Context: an optimization exercise on an open-source flow, tuned for small area. The choices shown serve that exercise and are no tape-out recipe. Function was checked by simulation only, so behaviour that the tests miss may differ from the original.

==> flow/design.v <==
module Pong
	(
		LEDR,
		CLOCK_50,						 
        KEY,
		  HEX0,
		  HEX1,
		  HEX2,
		  HEX3,
		  HEX4,
		  HEX5,
		  HEX6,
		  HEX7,
		PLOT_X,
		PLOT_Y,
		PLOT_COLOUR,
		PLOT_EN
	);
	input			CLOCK_50;				 
	input   [3:0]   KEY;
	output [15:0] LEDR;
	output [6:0] HEX0,HEX1,HEX2,HEX3,HEX4,HEX5,HEX6,HEX7;
	output [7:0] PLOT_X;
	output [6:0] PLOT_Y;
	output [2:0] PLOT_COLOUR;
	output       PLOT_EN;
	wire resetn;
	assign resetn   = KEY[0];
	wire startGame 	= KEY[1];
	wire paddleUp 	= KEY[2];
	wire paddleDown	= KEY[3];
	wire [2:0] colour;
	wire [7:0] x;
	wire [6:0] y;
	wire writeEn;
	assign PLOT_X = x;
	assign PLOT_Y = y;
	assign PLOT_COLOUR = colour;
	assign PLOT_EN = writeEn;
	assign HEX6 = 7'b111_1111;
	assign LEDR[15] = 1'b0;
	assign LEDR[8:7] = 2'b00;
	wire [3:0] 	score;
	 wire finishedDrawingBall,  
			finishedDrawingPaddle,  
			lose;  
	wire [15:0] backgroundResetCounter;  
	wire drawBallCommand,     
		 drawPaddleCommand,
		 movePaddleUp,
		 movePaddleDown,
		  ballMoving,  
		  resetBallCounterCommand,         
		  resetGame;        
	wire [3:0] moveUpAmount;
	wire [3:0] moveDownAmount;
	wire [7:0] ball_x;
	wire [6:0] ball_y;
	wire [7:0] paddle_x;
	wire [6:0] paddle_y;
	wire [7:0] x_move;
	wire [6:0] y_move;
	wire [3:0] ballCounter;  
	wire slowclock;  
	downclock slowerclock(CLOCK_50, resetn, slowclock);
	hex_decoder scoreHEX(score, HEX7);
	hex_decoder ball_y1HEX({1'b0, ball_y[6:4]}, HEX1);
	hex_decoder ball_y2HEX(ball_y[3:0], HEX0);
	hex_decoder ball_x1HEX(ball_x[7:4], HEX3);
	hex_decoder ball_x2HEX(ball_x[3:0], HEX2);
	hex_decoder paddle_y1HEX({1'b0, paddle_y[6:4]}, HEX5);
	hex_decoder paddle_y2HEX(paddle_y[3:0], HEX4);
	ball_physics testballphysics(	 
									CLOCK_50,  
									slowclock,  
									ball_x[7:0],
									ball_y[6:0],
									paddle_x [7:0],
									paddle_y [6:0],
									ballMoving,
									startGame,
									resetn,
									x_move [7:0],
									y_move [6:0],
									score [3:0],
									lose
									);
	datapath testdatapath(
							    CLOCK_50,  
								slowclock,  
								resetn,     
								drawBallCommand,
								drawPaddleCommand,
								movePaddleUp,
								movePaddleDown,
								ballMoving,
								resetBallCounterCommand,
								resetGame,
								lose,
								x_move [7:0],
								y_move [6:0],
								x,
								y,
								colour,
								finishedDrawingBall,
								finishedDrawingPaddle,
								backgroundResetCounter,
								moveUpAmount[3:0],
								moveDownAmount[3:0],
								ball_x[7:0],
								ball_y[6:0],
								paddle_x[7:0],
								paddle_y[6:0],
								ballCounter[3:0],
								LEDR[14:9]
								);
	 control c0(
					startGame,
					paddleUp,
					paddleDown,
					finishedDrawingBall,
					finishedDrawingPaddle,
					lose,
					CLOCK_50,  
					slowclock,  
					resetn,
					backgroundResetCounter[15:0],
					moveUpAmount[3:0],
					moveDownAmount[3:0],
					ballCounter[3:0],
					drawBallCommand,
					drawPaddleCommand,
					movePaddleUp,
					movePaddleDown,
					ballMoving,
					resetBallCounterCommand,
					resetGame,
					writeEn,
					LEDR[6:0]);
endmodule
module downclock (clock, resetn, downclock);
	input clock;
	input resetn;
	output reg downclock;
	reg [27:0] testspeed;
	always@(posedge clock)
	begin
		if (!resetn)
			begin
				testspeed <= 28'd0;
				downclock <= 1'b0;
			end
		else if (testspeed == 27'd3)
			begin
				testspeed <= 1'b0;
				downclock <= 1'b1;
			end
		else
			begin
				testspeed <= testspeed + 1'b1;
				downclock <= 1'b0;
			end
	end
endmodule
module control (
						input startGame,  
						input paddleUp,   
						input paddleDown,  
					   input finishedDrawingBall,  
						input finishedDrawingPaddle,  
						input lose,  
						input clock,  
						input tick,  
						input resetn,  
						input [15:0] backgroundResetCounter,  
						input [3:0] moveUpAmount,  
						input [3:0] moveDownAmount,  
						input [3:0] ballCounter,
						output reg drawBallCommand,  
						output reg drawPaddleCommand,  
						output reg movePaddleUp,  
						output reg movePaddleDown, 
						output reg ballMoving,  
						output reg resetBallCounterCommand,  
						output reg resetGame,  
						output reg writeEn,  
						output reg [6:0] LEDR
						);
	reg [5:0] current_state, next_state;
	reg paddleWantsUp;
	reg paddleWantsDown;
	localparam		START 				= 5'd0,
					DRAW_BALL 	    	   = 5'd1,  
					DRAW_PADDLE         = 5'd2,  
					PADDLE_WANTS_UP  	   = 5'd3,
					PADDLE_UP 			   = 5'd4,
					PADDLE_WANTS_DOWN 	= 5'd5,
					PADDLE_DOWN			   = 5'd6,
					BALL_MOVING			   = 5'd7,
					RESET_BALL_COUNTER	= 5'd8,
					RESET_GAME			   = 5'd9;  
	always@(*)
	begin: state_table
		case(current_state)
			START		         : next_state = startGame ? START: DRAW_BALL;
			DRAW_BALL	      : next_state = finishedDrawingBall ? DRAW_PADDLE : DRAW_BALL;
			DRAW_PADDLE	      : next_state = finishedDrawingPaddle ? PADDLE_WANTS_UP: DRAW_PADDLE;
			PADDLE_WANTS_UP   : next_state = paddleUp ? PADDLE_WANTS_DOWN : PADDLE_UP;
			PADDLE_UP		   : next_state = (moveUpAmount[3:0] >= 4'b0001) ? BALL_MOVING: PADDLE_UP;
			PADDLE_WANTS_DOWN : next_state = paddleDown ? BALL_MOVING : PADDLE_DOWN;
			PADDLE_DOWN		   : next_state = (moveDownAmount[3:0] >= 4'b0001)? BALL_MOVING: PADDLE_DOWN;
			BALL_MOVING		   : next_state = (finishedDrawingBall) ? RESET_BALL_COUNTER: BALL_MOVING;
			RESET_BALL_COUNTER: next_state = (ballCounter == 4'b0000) ? PADDLE_WANTS_UP: RESET_BALL_COUNTER;
			RESET_GAME		   : next_state = (backgroundResetCounter[15:0] >= 15'b101000000000000) ? START : RESET_GAME;
			default: next_state = START;
		endcase  
	end 
	always@(*)
	begin: state_logic
		drawBallCommand = 1'b0;
		drawPaddleCommand = 1'b0;
		movePaddleUp = 1'b0;
		movePaddleDown = 1'b0;
		ballMoving = 1'b0;
		resetBallCounterCommand = 1'b0;
		resetGame = 1'b0;
		writeEn = 1'b0;  
		LEDR[0] = 1'b0;
		LEDR[1] = 1'b0;
		LEDR[2] = 1'b0;
		LEDR[3] = 1'b0;
		LEDR[4] = 1'b0;
		LEDR[5] = 1'b0;
		LEDR[6] = 1'b0;
		case (current_state)
			DRAW_BALL:
				begin
					drawBallCommand = 1'b1;  
					writeEn = 1'b1;  
					LEDR[0] = 1'b1;
				end
			DRAW_PADDLE:
				begin
					drawPaddleCommand = 1'b1;
					writeEn = 1'b1;  
					LEDR[1] = 1'b1;
				end
			PADDLE_UP:
				begin
					movePaddleUp = 1'b1;  
					writeEn = 1'b1;  
					LEDR[2] = 1'b1;
				end
			PADDLE_DOWN:
				begin
					movePaddleDown = 1'b1;
					writeEn = 1'b1;  
					LEDR[3] = 1'b1;
				end
			BALL_MOVING:
				begin
					ballMoving = 1'b1;  
					writeEn = 1'b1;  
					LEDR[4] = 1'b1;
				end
			RESET_BALL_COUNTER:
				begin
					resetBallCounterCommand = 1'b1;
					LEDR[5] = 1'b1;
				end
			RESET_GAME:
				begin
					resetGame = 1'b1;
					writeEn = 1'b1;  
					LEDR[6] = 1'b1;  
				end
		endcase
	end  
		always@(posedge clock)
		begin
			if(!resetn)
				current_state <= RESET_GAME;
			else if (tick)
				current_state <= next_state;
		end  
endmodule  
module datapath (
						input clock,
						input tick,  
						input resetKey,
						input drawBallCommand,  
						input drawPaddleCommand,
						input movePaddleUp,
						input movePaddleDown,
						input ballMoving,  
						input resetBallCounterCommand,  
						input resetGame,  
						input lose,
						input [7:0] x_move,
						input [6:0] y_move,
						output reg [7:0]	x,
						output reg [6:0]	y,
						output reg [2:0] colour_out,
						output reg finishedDrawingBall,
						output reg finishedDrawingPaddle,
						output reg [15:0] backgroundResetCounter,
						output reg [3:0] moveUpAmount,
						output reg [3:0] moveDownAmount,
						output reg [7:0] ball_x,
						output reg [6:0] ball_y,
						output reg [7:0] paddle_x,
						output reg [6:0] paddle_y,
						output reg [3:0] ballCounter,  
						output reg [14:9] LEDR
					);
	reg [4:0] paddleCounter;  
	reg [2:0] redrawPaddleCount;  
	reg [6:0] redrawPaddleY;  
	reg [2:0] sunnyCounter;
	reg [27:0] ballSpeed;
	reg [7:0] ball_x_v;
	reg [6:0] ball_y_v;
	reg [7:0] paddle_x_v;
	reg [6:0] paddle_y_v;
	reg [2:0] sunnyCounter_v;
	localparam INITIAL_X = 8'b01001111, INITIAL_Y = 7'b0111011;
	localparam INITIAL_PADDLE_X = 8'b0000_0000, INITIAL_PADDLE_Y = 7'b0110111;
	always@(posedge clock)
	begin
		ball_x_v = ball_x;
		ball_y_v = ball_y;
		paddle_x_v = paddle_x;
		paddle_y_v = paddle_y;
		sunnyCounter_v = sunnyCounter;
		redrawPaddleY = 7'd0;
		if (!resetKey)
			begin
				x <= 8'd0;
				y <= 7'd0;
				colour_out <= 3'b000;
				finishedDrawingBall <= 1'b0;
				finishedDrawingPaddle <= 1'b0;
				backgroundResetCounter <= 16'd0;
				moveUpAmount <= 4'd0;
				moveDownAmount <= 4'd0;
				ball_x_v = INITIAL_X;
				ball_y_v = INITIAL_Y;
				paddle_x_v = INITIAL_PADDLE_X;
				paddle_y_v = INITIAL_PADDLE_Y;
				ballCounter <= 4'd0;
				paddleCounter <= 5'd0;
				redrawPaddleCount <= 3'd0;
				sunnyCounter_v = 3'd0;
				ballSpeed <= 28'd0;
				LEDR <= 6'd0;
			end
		else if (tick)
		begin
		LEDR[9] <= 1'b0;
		LEDR[10] <= 1'b0;
		LEDR[11] <= 1'b0;
		LEDR[12] <= 1'b0;
		LEDR[13] <= 1'b0;
		LEDR[14] <= 1'b0;
		if (resetGame)
			begin
				x <= backgroundResetCounter[7:0];
				y <= backgroundResetCounter[14:8];
				backgroundResetCounter <= backgroundResetCounter + 1'b1;
				colour_out <= 3'b000;
				ball_x_v = INITIAL_X;
				ball_y_v = INITIAL_Y;
				ballCounter <= 4'd0;
				paddleCounter <= 5'd0;
				finishedDrawingBall <= 1'b0;
				finishedDrawingPaddle <= 1'b0;
				moveUpAmount <= 3'd0;
				moveDownAmount <= 3'd0;
			end
		else
		begin
			if (drawBallCommand)
				begin  
					if (ballCounter < 4'b0100)
						begin
							backgroundResetCounter <= 15'd0;
							ball_x_v = INITIAL_X;
							ball_y_v = INITIAL_Y;
							x <= ball_x_v[7:0] + ballCounter[0];
							y <= ball_y_v[6:0] + ballCounter[1];
							ballCounter <= ballCounter + 1'b1;
							colour_out <= 3'b111;
						end
					if (ballCounter == 4'b0100)
						begin
							finishedDrawingBall <= 1'b1;
							ballCounter <= 4'b0000;
						end
				end  
			if (drawPaddleCommand)
				begin
					ballCounter <= 4'b0000;  
					finishedDrawingBall <= 1'b0;
					paddle_x_v = INITIAL_PADDLE_X;
					paddle_y_v = INITIAL_PADDLE_Y;
					x <= paddle_x_v[7:0] + paddleCounter[0];
					y <= paddle_y_v[6:0] + paddleCounter[4:1];
					paddleCounter <= paddleCounter + 1'b1;
					colour_out <= 3'b111;  
					if (paddleCounter == 5'b11111)
						finishedDrawingPaddle <= 1'b1;  
				end
			if (movePaddleUp)
				begin
					if (redrawPaddleCount < 2'd2)  
						begin
							moveDownAmount <= 3'd0;
							ballCounter <= 4'b0000;
							redrawPaddleY = paddle_y_v + 5'd15;
							x <= paddle_x_v + redrawPaddleCount[0];
							y <= redrawPaddleY;
							redrawPaddleCount <= redrawPaddleCount + 1'b1;
							colour_out <= 3'b000;
						end
					if (redrawPaddleCount < 3'd4)  
						begin
							redrawPaddleY = paddle_y_v - 1'b1;
							x <= paddle_x_v + redrawPaddleCount[0];
							y <= redrawPaddleY;
							redrawPaddleCount <= redrawPaddleCount + 1'b1;
							colour_out <= 3'b111;
						end
					if (redrawPaddleCount == 3'd4)
						begin
							redrawPaddleCount <= 3'd0;
							moveUpAmount <= moveUpAmount + 1'b1;
							paddle_y_v = paddle_y_v - 1'b1;
						end
				end
			if (movePaddleDown)
				begin
					if (redrawPaddleCount < 3'd2) 
						begin
							moveUpAmount <= 3'd0;
							ballCounter <= 4'b0000;
							redrawPaddleY = paddle_y_v + 5'd17;
							x <= paddle_x_v + redrawPaddleCount[0];
							y <= redrawPaddleY;
							redrawPaddleCount <= redrawPaddleCount + 1'b1;
							colour_out <= 3'b111;
						end
					if (redrawPaddleCount < 3'd4)
						begin
							redrawPaddleY = paddle_y_v;
							x <= paddle_x_v + redrawPaddleCount[0];
							y <= redrawPaddleY;
							redrawPaddleCount <= redrawPaddleCount + 1'b1;
							colour_out <= 3'b000;
						end
					if (redrawPaddleCount == 3'd4)
						begin
							redrawPaddleCount <= 3'd0;
							moveDownAmount <= moveDownAmount + 1'b1;
							paddle_y_v = paddle_y_v + 1'b1;
						end
				end
			if (ballMoving)
				begin
					if (ballCounter < 4'b0100)  
						begin							 
							backgroundResetCounter <= 13'd0;
							moveUpAmount <= 3'd0;
							moveDownAmount <= 3'd0;
							x <= ball_x_v + ballCounter[0];
							y <= ball_y_v + ballCounter[1];
							ballCounter <= ballCounter + 1'b1;
							colour_out <= 3'b000;
							LEDR[11] <= 1'b1;
						end
					if (ballCounter == 4'b0100)
						begin
								ball_x_v = ball_x_v + x_move;
								ball_y_v = ball_y_v + y_move;
								ballCounter <= 4'b1000;
								LEDR[12] <= 1'b1;
						end
					if (ballCounter < 4'b1100)
						begin
							if (sunnyCounter_v == 3'd1)
								begin
									x <= ball_x_v + ballCounter[0];
									y <= ball_y_v + ballCounter[1];
									ballCounter <= ballCounter + 1'b1;
									colour_out <= 3'b111;
									if (ballCounter == 4'b1011)
										begin
											sunnyCounter_v = 1'b0;
											LEDR[9] <= 1'b1;
											finishedDrawingBall <= 1'b1;
										end
								end
							if (ballSpeed == 27'd4)
								begin
									sunnyCounter_v = sunnyCounter_v + 1'b1;
									ballSpeed <= 27'd0;
								end
							else
								ballSpeed <= ballSpeed + 1'b1;
						end
				end
				if (resetBallCounterCommand)
					begin
						ballCounter <= 4'd0;
						finishedDrawingBall <= 1'b0;
					end
			end
		end
		ball_x <= ball_x_v;
		ball_y <= ball_y_v;
		paddle_x <= paddle_x_v;
		paddle_y <= paddle_y_v;
		sunnyCounter <= sunnyCounter_v;
	end
endmodule 
module ball_physics(	input clock,
							input tick,  
							input [7:0] ball_x,
							input [6:0] ball_y,
							input [7:0] paddle_x,
							input [6:0] paddle_y,
							input ballMoving,
							input start,
							input reset,
							output reg [7:0]x_move,
							output reg [6:0] y_move,
							output reg [3:0] score,
							output isLose);
	assign isLose = 1'b0;
	always@(posedge clock)
		begin
			if (~reset)
				begin
					x_move <= 8'b1111_1111;
					y_move <= 7'b111_1111;
					score <= 4'b0000;
				end
			else if (tick)
			begin
			if (~start)
				begin
					x_move <= 8'b1111_1111;
					y_move <= 7'b111_1111;
				end
			else
				begin
					if (ball_y == 7'd2)   
						begin
							y_move <= 7'b000_0001;			 
						end
					if (ball_y == 7'd120)	 
						begin
							y_move <= 7'b111_1111;		 
						end
					if ((ball_x == 8'd2) && ((paddle_y <= ball_y) && (ball_y <= (paddle_y + 5'd16)))) 
						begin
							x_move <= 8'b0000_0001;			 
							if (x_move != 8'b0000_0001)
								score <= score + 1'b1;
						end
					if (ball_x == 8'd160)		 
						begin
							x_move <= 8'b1111_1111;		 
						end
					if (ball_x == 8'd1)			 
						begin
							score <= 4'b0000;
						end
				end
			end
		end
endmodule
module hex_decoder(hex_digit, segments);
    input [3:0] hex_digit;
    output reg [6:0] segments;
    always @(*)
        case (hex_digit)
            4'h0: segments = 7'b100_0000;
            4'h1: segments = 7'b111_1001;
            4'h2: segments = 7'b010_0100;
            4'h3: segments = 7'b011_0000;
            4'h4: segments = 7'b001_1001;
            4'h5: segments = 7'b001_0010;
            4'h6: segments = 7'b000_0010;
            4'h7: segments = 7'b111_1000;
            4'h8: segments = 7'b000_0000;
            4'h9: segments = 7'b001_1000;
            4'hA: segments = 7'b000_1000;
            4'hB: segments = 7'b000_0011;
            4'hC: segments = 7'b100_0110;
            4'hD: segments = 7'b010_0001;
            4'hE: segments = 7'b000_0110;
            4'hF: segments = 7'b000_1110;
            default: segments = 7'h7f;
        endcase
endmodule
==> flow/run.sh <==
#!/bin/bash
# synth_recipe.tcl (not shown) runs the flow's synth.tcl, then flattens the netlist and writes it again
# the make line also repeats each setting of config.mk as NAME=value (left out here)
make -C /OpenROAD-flow-scripts/flow DESIGN_CONFIG=/design/flow/config.mk WORK_HOME=/design/flow/orfs CLKGATE_MAP_FILE= SYNTH_SCRIPT=/design/flow/synth_recipe.tcl finish
==> flow/config.mk <==
export PLATFORM = sky130hd
export DESIGN_NAME = Pong
export DESIGN_NICKNAME = Pong
export VERILOG_FILES = /design/flow/design.v
export SDC_FILE = /design/flow/constraint.sdc
export NUM_CORES = 4
export LEC_CHECK = 0
export CAP_MARGIN = 20
export CORE_MARGIN = 2
export CORE_UTILIZATION = 40
export SLEW_MARGIN = 20
==> flow/constraint.sdc <==
create_clock -name core_clock -period 10.0 [get_ports {CLOCK_50}]
set_input_delay 2.0000 -clock core_clock [delete_from_list [all_inputs] [get_ports {CLOCK_50}]]
set_output_delay 2.0000 -clock core_clock [all_outputs]
set_load 0.01 [all_outputs]
==> results.json <==
{
  "status": "no timing/DRC/antenna violations",
  "slowest_stage": "clkdlybuf4s50_1",
  "crit_path_frequent_cell": "buf_4",
  "synth_top_cell_by_area": "dfxtp_1",
  "synth_area_leaders": "dfxtp_1, ha_1, nor2_1",
  "ctsResizeCount": 0,
  "crit_arrival_ns": 3.27,
  "crit_type": "register to primary output",
  "hold-worst-slack_ns": 0.455,
  "die_w_um": 187,
  "ys_warn_count": 5,
  "min_path_type": "register to register",
  "synthMuxAreaShare_pct": 1.98,
  "synth_fa_ha_area_share_pct": 9.08,
  "maxCapViolCount": 0,
  "fp-row-count": 67,
  "finalSetupViolCount": 0,
  "drt_iter0_drc": 950,
  "vias_per_cell": 5.72,
  "setup_slack_ns": 4.73,
  "async_reset_ff_share_pct": 0,
  "vdd_drop_max_v": 0.000122,
  "clk_latency_ns": 0.53,
  "cts.clk_slew.worst_paths_ns": 0.07,
  "start_util_pct": 40.3,
  "hpwl_um": 28200,
  "gr-total-overflow": 0,
  "path_max_fanout": 26,
  "final_hold_viol_count": 0,
  "cp_slowest_stage_delay_ns": 0.58,
  "fin_area_um2": 15200,
  "path_buf_inv": 4,
  "htreeDepth": 1,
  "drive_gt1_share_pct": 5.53,
  "postSynthAreaPerCell_um2": 7.84,
  "dpl-instance-area_um2": 14400,
  "max-slew-margin-rel_pct": 27.2,
  "skew_ns": 0.0128,
  "dieArea_um2": 35000,
  "reg2reg_to": "HEX3[5]",
  "ys_types": 98,
  "cp.depth": 6,
  "synth_top_area_share_pct": 31.1,
  "setup.worst_path.start_class": "register",
  "r2r_start": "c0.current_state[0]",
  "stdcell_count": 2201,
  "dp.cells": 2156,
  "crit_family": "buffers and inverters",
  "nets": 1836,
  "crit_end": "LEDR[6]",
  "cellLeakagePower_nw": 5.84,
  "worstMarginPinSlew_ns": 1.09,
  "numClockSinks": 208,
  "utilization_pct": 45.8,
  "cts_setup_buffers": 0,
  "power.density_nw_per_um2": 121,
  "diodes": 0,
  "routabilityCongestion": 0.948,
  "rr_worst_depth": 13,
  "cts-buffers-inserted": 25,
  "synthesis.area_um2": 13400,
  "synthSimpleGateAreaFrac_pct": 24.9,
  "synth_top_family_by_area": "simple AND/OR/NAND/NOR gates",
  "rsz0062_at_grt": "no",
  "dieHeight_um": 187,
  "final_max_slew_viol_count": 0,
  "antenna_found_initial": 0,
  "cts_hold_repair.buffers": 0,
  "grt_max_degree": 72,
  "synth-compound-area-share_pct": 20.2,
  "synth_cells": 1709,
  "ys_ff_latch": 208,
  "vias": 12600,
  "timing.fmax_mhz": 190,
  "setup_tns_ns": 0,
  "endpoint_kind": "primary output",
  "crit_required_ns": 8.00,
  "cts_tree": "built",
  "pin_count": 96,
  "antenna_left": 0,
  "critPathLaunch": "c0.current_state[1]",
  "synth_edf_count": 0,
  "synth-main-ff-cell": "dfxtp_1",
  "port_buffers": 82,
  "total_power_mw": 1.85,
  "cts_buffer_depth": 3,
  "period_share_pct": 52.7,
  "worstPathCellList": "buf_4 -> nor2_1 -> nand3_2 -> inv_1 -> buf_4 -> clkdlybuf4s50_1",
  "cts-root-buf": "clkbuf_16",
  "synthXorXnorAreaFrac_pct": 6.59,
  "first_global_vias": 12000,
  "syn_to_final_growth_pct": 13.8,
  "rrSetupSlack_ns": 4.94,
  "drt-pass1-iter-count": 6,
  "grt_pass1_wl_um": 63300,
  "grt_usage_pct": 21.7,
  "drc": 0,
  "wire_per_inst_um": 17.8,
  "synth-seq-area-share_pct": 31.1,
  "routed_wl_um": 39200,
  "final.min_clock_period_ns": 5.27,
  "pre_cts_slack_ns": 4.96,
  "coreArea_um2": 33300
}
[worst min-delay path by stage]
stage / cells after the start / endpoint / startpoint
global placement: 1 / slowerclock.testspeed[0] / slowerclock.testspeed[0]
floorplan: 1 / slowerclock.testspeed[0] / slowerclock.testspeed[0]
global route: 2 / testdatapath.colour_out[0] / testdatapath.colour_out[0]
finish: 2 / testdatapath.colour_out[0] / testdatapath.colour_out[0]
CTS: 2 / testdatapath.colour_out[0] / testdatapath.colour_out[0]
detailed placement: 2 / testdatapath.colour_out[0] / testdatapath.colour_out[0]
[tightest hold or removal path: stages (launching register included)]
cell and delay, ns:
dfxtp_1 0.31, nand2_1 0.05, a21oi_1 0.05
[cell usage after synthesis, types with 17 or more instances]
master and number:
xor2_1 55, a21oi_1 113, nor3_1 55, buf_4 25, nand3_1 65, o211ai_1 18, o21ai_0 100, and3_1 47
and2_1 19, inv_1 66, o22ai_1 17, a31oi_1 23, nand2_1 163, nor2_1 198, ha_1 94, or3_1 20
xnor2_1 44, nor4_1 19, clkbuf_1 64, dfxtp_1 208
[layer usage]
layer	part of all wire (%)	vias to the layer above	global-route usage, %	wire [um]
li1	-	6120	-	-
met1	44	5967	28.7	17400
met2	46	415	35.8	18000
met3	6.2	90	3.34	2440
met4	3.7	0	8.36	1460
met5	0	-	0	0
[power breakdown]
group          switching (mW)  internal (mW)
Clock                   0.366          0.585
Combinational          0.0420         0.0164
Sequential            0.00442          0.833
[cell type report]
class,count,area [um2]
Tap cell,448,561
Sequential cell,208,4170
Multi-Input combinational cell,1329,8460
Timing Repair Buffer,99,943
Clock buffer,37,701
Inverter,72,274
Fill cell,3352,18000
Clock inverter,8,143
[registers in the layout, indices dropped and copies added (netlist names), 4 cells and up]
name and cells:
testdatapath.ball_x 8, c0.current_state 4, testdatapath.paddle_y 7, HEX0 7, testdatapath.ballCounter 4, testdatapath.paddleCounter 5, testdatapath.x 8, testdatapath.y 7
HEX4 7, testballphysics.score 4, testdatapath.ball_y 7, HEX3 7, slowerclock.testspeed 28, testdatapath.paddle_x 8, testdatapath.moveDownAmount 4, testdatapath.moveUpAmount 4
HEX7 7, HEX5 7, HEX2 7, testdatapath.backgroundResetCounter 16, testdatapath.ballSpeed 28, HEX1 7
[logic make-up after synthesis]
| group | after synthesis |
|---|---|
| other | 2 |
| flip-flops | 208 |
| AND/OR/NAND/NOR | 681 |
| multiplexers | 24 |
| buffers and inverters | 183 |
| adder cells (fa/ha/maj) | 96 |
| AO/OA/AOI/OAI | 415 |
| XOR/XNOR | 100 |
[placed cells by master, fill, tap and decap left out, types with 9 or more instances in the layout]
cell	synthesis	final
a21oi_1	113	113
nor2_1	198	198
buf_4	25	17
o21a_1	10	10
nand4_1	16	16
xor2_1	55	55
and3_1	47	47
a211oi_1	15	15
nor4_1	19	19
dfxtp_1	208	207
nor2b_1	11	11
or3_1	20	20
clkbuf_16	0	25
clkdlybuf4s50_1	0	81
and2_1	19	19
a31oi_1	23	23
o211ai_1	18	18
a221oi_1	9	9
nand3_1	65	65
o22ai_1	17	17
nor3_1	55	55
nand2b_1	16	15
a22oi_1	11	11
mux2i_1	16	16
xnor2_1	44	44
o21ai_0	100	100
conb_1	2	13
nand2_1	163	163
inv_1	66	66
ha_1	94	94
clkbuf_1	64	9

[port drivers added, routing unchanged]
The results above use ideal ports. As a check the final layout listed here was re-extracted and re-timed, cells and wires unchanged.
Step 1 assumes that a clkbuf_16 drives the clock port and a buf_2 every other input.
Step 2 adds t to the input delays and takes it off the output delays; t is the mean of the earliest and latest rising clock arrival at the registers after step 1. Input paths then give back, and output paths get back, about the clock's delay inside the block.
Three values: ideal ports, drivers, drivers and shift; two values: the first two.
shift t [ns]: 0.573
setup WS [ns]: 4.731 / 4.682 / 4.943
hold WS [ns]: 0.455 / 0.455 / 0.455
slew at the worst register clock pin (ns): 0.07 / 0.07
After both steps this run still meets setup and hold. The setup slack of this run moves by -0.049 ns with the drivers and by +0.212 ns with both steps.
